What follows belongs to an exercise in optimizing a design on an open flow for small area and a short achievable clock period; a production flow would make more cautious choices.

==> flow/design.v <==
module rgb_hsv (
    input            clk,
    input            rst,
    input            vld,    
    input      [7:0] rgb_r,
    input      [7:0] rgb_g,
    input      [7:0] rgb_b,
    output reg [8:0] hsv_h,
    output reg [7:0] hsv_s,
    output reg [7:0] hsv_v
);
parameter KH = 2;    
parameter KS = 4;    
function gt8;
    input [7:0] a, b;
    reg         c;
    integer     i;
    begin
        c = 1'b0;
        for (i = 0; i < 8; i = i + 1)
            c = (a[i] & ~b[i]) | ((a[i] | ~b[i]) & c);
        gt8 = c;
    end
endfunction
function [11:0] add12;
    input [11:0] a, b;
    input        ci;
    reg   [12:0] c;
    reg   [11:0] g, t;
    integer      k;
    begin
        g = a & b;
        t = a | b;
        c[0] = ci;
        for (k = 0; k < 12; k = k + 2) begin
            c[k+1] = g[k] | (t[k] & c[k]);
            c[k+2] = g[k+1] | (t[k+1] & g[k]) | (t[k+1] & t[k] & c[k]);
        end
        add12 = a ^ b ^ c[11:0];
    end
endfunction
function [8:0] dstep;
    input [8:0] p;
    input [7:0] d;
    reg   [8:0] b;
    integer     i;
    begin
        b[0] = 1'b0;
        for (i = 0; i < 8; i = i + 1)
            b[i+1] = (~p[i] & d[i]) | ((~p[i] | d[i]) & b[i]);
        dstep[8]   = p[8] | ~b[8];
        dstep[7:0] = p[7:0] ^ ({8{dstep[8]}} & (d ^ b[7:0]));
    end
endfunction
reg [7:0] r1, g1, b1;
reg       c_rg, c_rb, c_gb;
always @(posedge clk) begin
    r1 <= rgb_r; g1 <= rgb_g; b1 <= rgb_b;
    c_rg <= gt8(rgb_r, rgb_g);
    c_rb <= gt8(rgb_r, rgb_b);
    c_gb <= gt8(rgb_g, rgb_b);
end
reg [7:0] mx, mn, md;
always @(*) begin
    if (c_rg & c_rb)       mx = r1;
    else if (!c_rg & c_gb) mx = g1;
    else                   mx = b1;
    if (!c_rg & !c_rb)     mn = r1;
    else if (c_rb & c_gb)  mn = b1;
    else                   mn = g1;
    if (c_rg ^ c_rb)       md = r1;    
    else if (c_rg ^ c_gb)  md = b1;    
    else                   md = g1;    
end
wire [11:0] mm12 = add12({4'd0, mx}, ~{4'd0, mn}, 1'b1);
wire [11:0] x12  = add12({4'd0, md}, ~{4'd0, mn}, 1'b1);
wire [7:0]  mm   = mm12[7:0];
wire [7:0]  x    = x12[7:0];
wire [11:0] x15  = add12({x, 4'd0}, ~{4'd0, x}, 1'b1);    
wire [13:0] n60  = {x15, 2'd0};
reg [8:0]    ph;
reg [KH-1:0] qh2;
integer i;
always @(*) begin
    ph = {1'b0, n60[13:6]};
    for (i = 5; i >= 6 - KH; i = i - 1) begin
        ph = dstep({ph[7:0], n60[i]}, mm);
        qh2[i - 6 + KH] = ph[8];
    end
end
reg [8:0]    ps;
reg [KS-1:0] qs2;
integer j;
always @(*) begin
    ps = {1'b0, mm};
    for (j = 7; j >= 8 - KS; j = j - 1) begin
        ps = dstep({ps[7:0], 1'b0}, mx);
        qs2[j - 8 + KS] = ps[8];
    end
end
reg [7:0]    mm_2, mx_2, ph_2, ps_2;
reg [KH-1:0] qh_2;
reg [KS-1:0] qs_2;
reg [5-KH:2] nl_2;
reg [2:0]    sec_2;
always @(posedge clk) begin
    mm_2 <= mm; mx_2 <= mx & {8{vld}}; ph_2 <= ph[7:0]; ps_2 <= ps[7:0];
    qh_2 <= qh2; qs_2 <= qs2; nl_2 <= n60[5-KH:2];
    sec_2 <= {c_rg, c_rb, c_gb};
end
reg [8:0] th;
reg [5:0] qh;
integer k;
always @(*) begin
    th = {1'b0, ph_2};
    qh = {qh_2, {(6-KH){1'b0}}};
    for (k = 5 - KH; k >= 0; k = k - 1) begin
        th = dstep({th[7:0], (k >= 2) ? nl_2[k] : 1'b0}, mm_2);
        qh[k] = th[8];
    end
end
reg [8:0] ts;
reg [7:0] qs;
integer l;
always @(*) begin
    ts = {1'b0, ps_2};
    qs = {qs_2, {(8-KS){1'b0}}};
    for (l = 7 - KS; l >= 0; l = l - 1) begin
        ts = dstep({ts[7:0], 1'b0}, mx_2);
        qs[l] = ts[8];
    end
end
wire       neg = ~(^sec_2);
reg  [8:0] base;
always @(*)
    case (sec_2)
        3'b000, 3'b100: base = 9'd240;
        3'b001, 3'b011: base = 9'd120;
        3'b110:         base = 9'd360;
        default:        base = 9'd0;
    endcase
wire       grey = ~|mm_2;
wire [11:0] hq12 = add12({3'd0, base}, {6'd0, qh} ^ {12{neg}}, neg);
wire [8:0] hq   = hq12[8:0];
wire       nz   = |mx_2;
wire [8:0] h3   = hq & {9{~grey & nz}};
wire [7:0] s3   = qs & {8{nz}};
always @(posedge clk or negedge rst)
    if (!rst) begin
        hsv_h <= 9'd0; hsv_s <= 8'd0; hsv_v <= 8'd0;
    end else begin
        hsv_h <= h3; hsv_s <= s3; hsv_v <= mx_2;
    end
endmodule
module HSVComparator (
    input            clk,
    input      [8:0] hsv_get_h,
    input      [7:0] hsv_get_s,
    input      [7:0] hsv_get_v,
    input      [8:0] hsv_set_h,
    input      [7:0] hsv_set_s,
    input      [7:0] hsv_set_v,
    input      [2:0] threshold_level,
    output reg [1:0] similar_flag    
);
function [9:0] sub9;
    input [8:0] a, b;
    reg         c;
    integer     i;
    begin
        c = 1'b0;
        for (i = 0; i < 9; i = i + 1) begin
            sub9[i] = a[i] ^ b[i] ^ c;
            c = (~a[i] & b[i]) | ((~a[i] | b[i]) & c);
        end
        sub9[9] = c;
    end
endfunction
wire [9:0] dh = sub9(hsv_get_h, hsv_set_h);
wire [9:0] ds = sub9({1'b0, hsv_get_s}, {1'b0, hsv_set_s});
wire [9:0] dv = sub9({1'b0, hsv_get_v}, {1'b0, hsv_set_v});
wire [8:0] ah = dh[8:0] ^ {9{dh[9]}};
wire [7:0] as = ds[7:0] ^ {8{ds[9]}};
wire [7:0] av = dv[7:0] ^ {8{dv[9]}};
wire       nh = dh[9], ns = ds[9], nv = dv[9];
function gt9;
    input [8:0] a, b;
    reg         c;
    integer     i;
    begin
        c = 1'b0;
        for (i = 0; i < 9; i = i + 1)
            c = (a[i] & ~b[i]) | ((a[i] | ~b[i]) & c);
        gt9 = c;
    end
endfunction
wire h0 = nh ? (~gt9(ah, 9'd59) | ~gt9(9'd299, ah)) : (~gt9(ah, 9'd60) | ~gt9(9'd300, ah));
wire h1 = nh ? (~gt9(ah, 9'd14) | ~gt9(9'd344, ah)) : (~gt9(ah, 9'd15) | ~gt9(9'd345, ah));
wire h2 = nh ? (~gt9(ah, 9'd9)  | ~gt9(9'd349, ah)) : (~gt9(ah, 9'd10) | ~gt9(9'd350, ah));
wire h3 = nh ? (~gt9(ah, 9'd4)  | ~gt9(9'd354, ah)) : (~gt9(ah, 9'd5)  | ~gt9(9'd355, ah));
wire s0 = ~gt9({1'b0, as}, ns ? 9'd31 : 9'd32);
wire s1 = ~gt9({1'b0, as}, ns ? 9'd7  : 9'd8);
wire s2 = ~gt9({1'b0, as}, ns ? 9'd4  : 9'd5);
wire s3 = ~gt9({1'b0, as}, ns ? 9'd2  : 9'd3);
wire v0 = ~gt9({1'b0, av}, nv ? 9'd31 : 9'd32);
wire v1 = ~gt9({1'b0, av}, nv ? 9'd7  : 9'd8);
wire v2 = ~gt9({1'b0, av}, nv ? 9'd4  : 9'd5);
wire v3 = ~gt9({1'b0, av}, nv ? 9'd2  : 9'd3);
reg hit;
always @(*)
    case (threshold_level)
        3'b000:  hit = h0 & s0 & v0;
        3'b001:  hit = h1 & s1 & v1;
        3'b010:  hit = h2 & s2 & v2;
        3'b111:  hit = h3 & s3 & v3;
        default: hit = 1'b0;
    endcase
wire unset = ~|hsv_set_v;
always @(posedge clk)
    similar_flag <= unset ? 2'b10 : {1'b0, hit};
endmodule
module color_match (
    input  wire       clk,
    input  wire       rst_n,
    input  wire [7:0] get_r,
    input  wire [7:0] get_g,
    input  wire [7:0] get_b,
    input  wire [7:0] set_r,
    input  wire [7:0] set_g,
    input  wire [7:0] set_b,
    input  wire [2:0] threshold_level,
    output wire [8:0] get_h,
    output wire [7:0] get_s,
    output wire [7:0] get_v,
    output wire [8:0] set_h,
    output wire [7:0] set_s,
    output wire [7:0] set_v,
    output wire [1:0] similar_flag
);
    reg vld;
    always @(posedge clk or negedge rst_n)
        if (!rst_n) vld <= 1'b0;
        else        vld <= 1'b1;
    rgb_hsv rgb_hsv_get_inst (
        .clk   (clk),
        .rst   (rst_n),
        .vld   (vld),
        .rgb_r (get_r),
        .rgb_g (get_g),
        .rgb_b (get_b),
        .hsv_h (get_h),
        .hsv_s (get_s),
        .hsv_v (get_v)
    );
    rgb_hsv rgb_hsv_set_inst (
        .clk   (clk),
        .rst   (rst_n),
        .vld   (vld),
        .rgb_r (set_r),
        .rgb_g (set_g),
        .rgb_b (set_b),
        .hsv_h (set_h),
        .hsv_s (set_s),
        .hsv_v (set_v)
    );
    HSVComparator HSVComparator_inst (
        .clk             (clk),
        .hsv_get_h       (get_h),
        .hsv_get_s       (get_s),
        .hsv_get_v       (get_v),
        .hsv_set_h       (set_h),
        .hsv_set_s       (set_s),
        .hsv_set_v       (set_v),
        .threshold_level (threshold_level),
        .similar_flag    (similar_flag)
    );
endmodule
Settings: LEC_CHECK=0, ABC_AREA=1, CAP_MARGIN=20, CORE_MARGIN=2, CORE_UTILIZATION=40, PLACE_DENSITY=0.6, SLEW_MARGIN=20; clock period 28.0 ns.
run.sh (not shown) runs the stock make flow with config.mk's settings and CLKGATE_MAP_FILE= SYNTH_SCRIPT=/design/flow/synth_recipe.tcl, a recipe that flattens the netlist after the stock synthesis.
Rerun with:
==> flow/flow/run.sh (new file) <==
#!/bin/bash
# The standard layout, with plain buffers (not delay cells) on the ports
set -euo pipefail
export BUFFER_PORTS_ARGS="-buffer_cell sky130_fd_sc_hd__buf_2"
bash standard.sh > standard.log 2>&1
==> flow/standard.sh (new file) <==
#!/bin/bash
# synth_recipe.tcl (not shown) runs the flow's synth.tcl, then flattens the netlist and writes it again
# the make line also repeats each setting of config.mk as NAME=value (left out here)
make -C /OpenROAD-flow-scripts/flow DESIGN_CONFIG=/design/flow/config.mk WORK_HOME=/design/flow/orfs CLKGATE_MAP_FILE= SYNTH_SCRIPT=/design/flow/synth_recipe.tcl "${@:-finish}"
removed: flow/run.sh
Effect: The new run ran to the end with no violations; sequential share of layout area is higher by 0.49 points; via count barely changes; critical path depth is lower by 1; clock-buffer cell count is higher by 3; worst setup slack got worse by 67 ps; design area is lower by 2.4%; final cell count is unchanged.
No run of this note included a check of the RTL's function; only the layout flow was run.

## re-timing with driven ports
In the flow no input, the clock included, has a driving cell. The finished layouts below were timed again as built, in two steps.
Step 1 (the two cells are an assumption about what drives the block):
set clk [get_ports {clk}]
set_driving_cell -lib_cell sky130_fd_sc_hd__clkbuf_16 $clk
set_driving_cell -lib_cell sky130_fd_sc_hd__buf_2 [delete_from_list [all_inputs] $clk]
Step 2 adds t to the input delays and takes it off the output delays; t is the mean of the earliest and latest rising clock arrival at the registers after step 1. Input paths then give back, and output paths get back, about the clock's delay inside the block.
Three values: no drivers, after step 1, after step 2; two values: the first two.
run | t (ns) | setup slack, ns | worst setup path at the end
the first run | 0.522 | 20.472 / 20.472 / 20.472 | register to register
the second run | 0.542 | 20.405 / 20.405 / 20.405 | register to register
After both steps setup and hold are still met in every run listed.
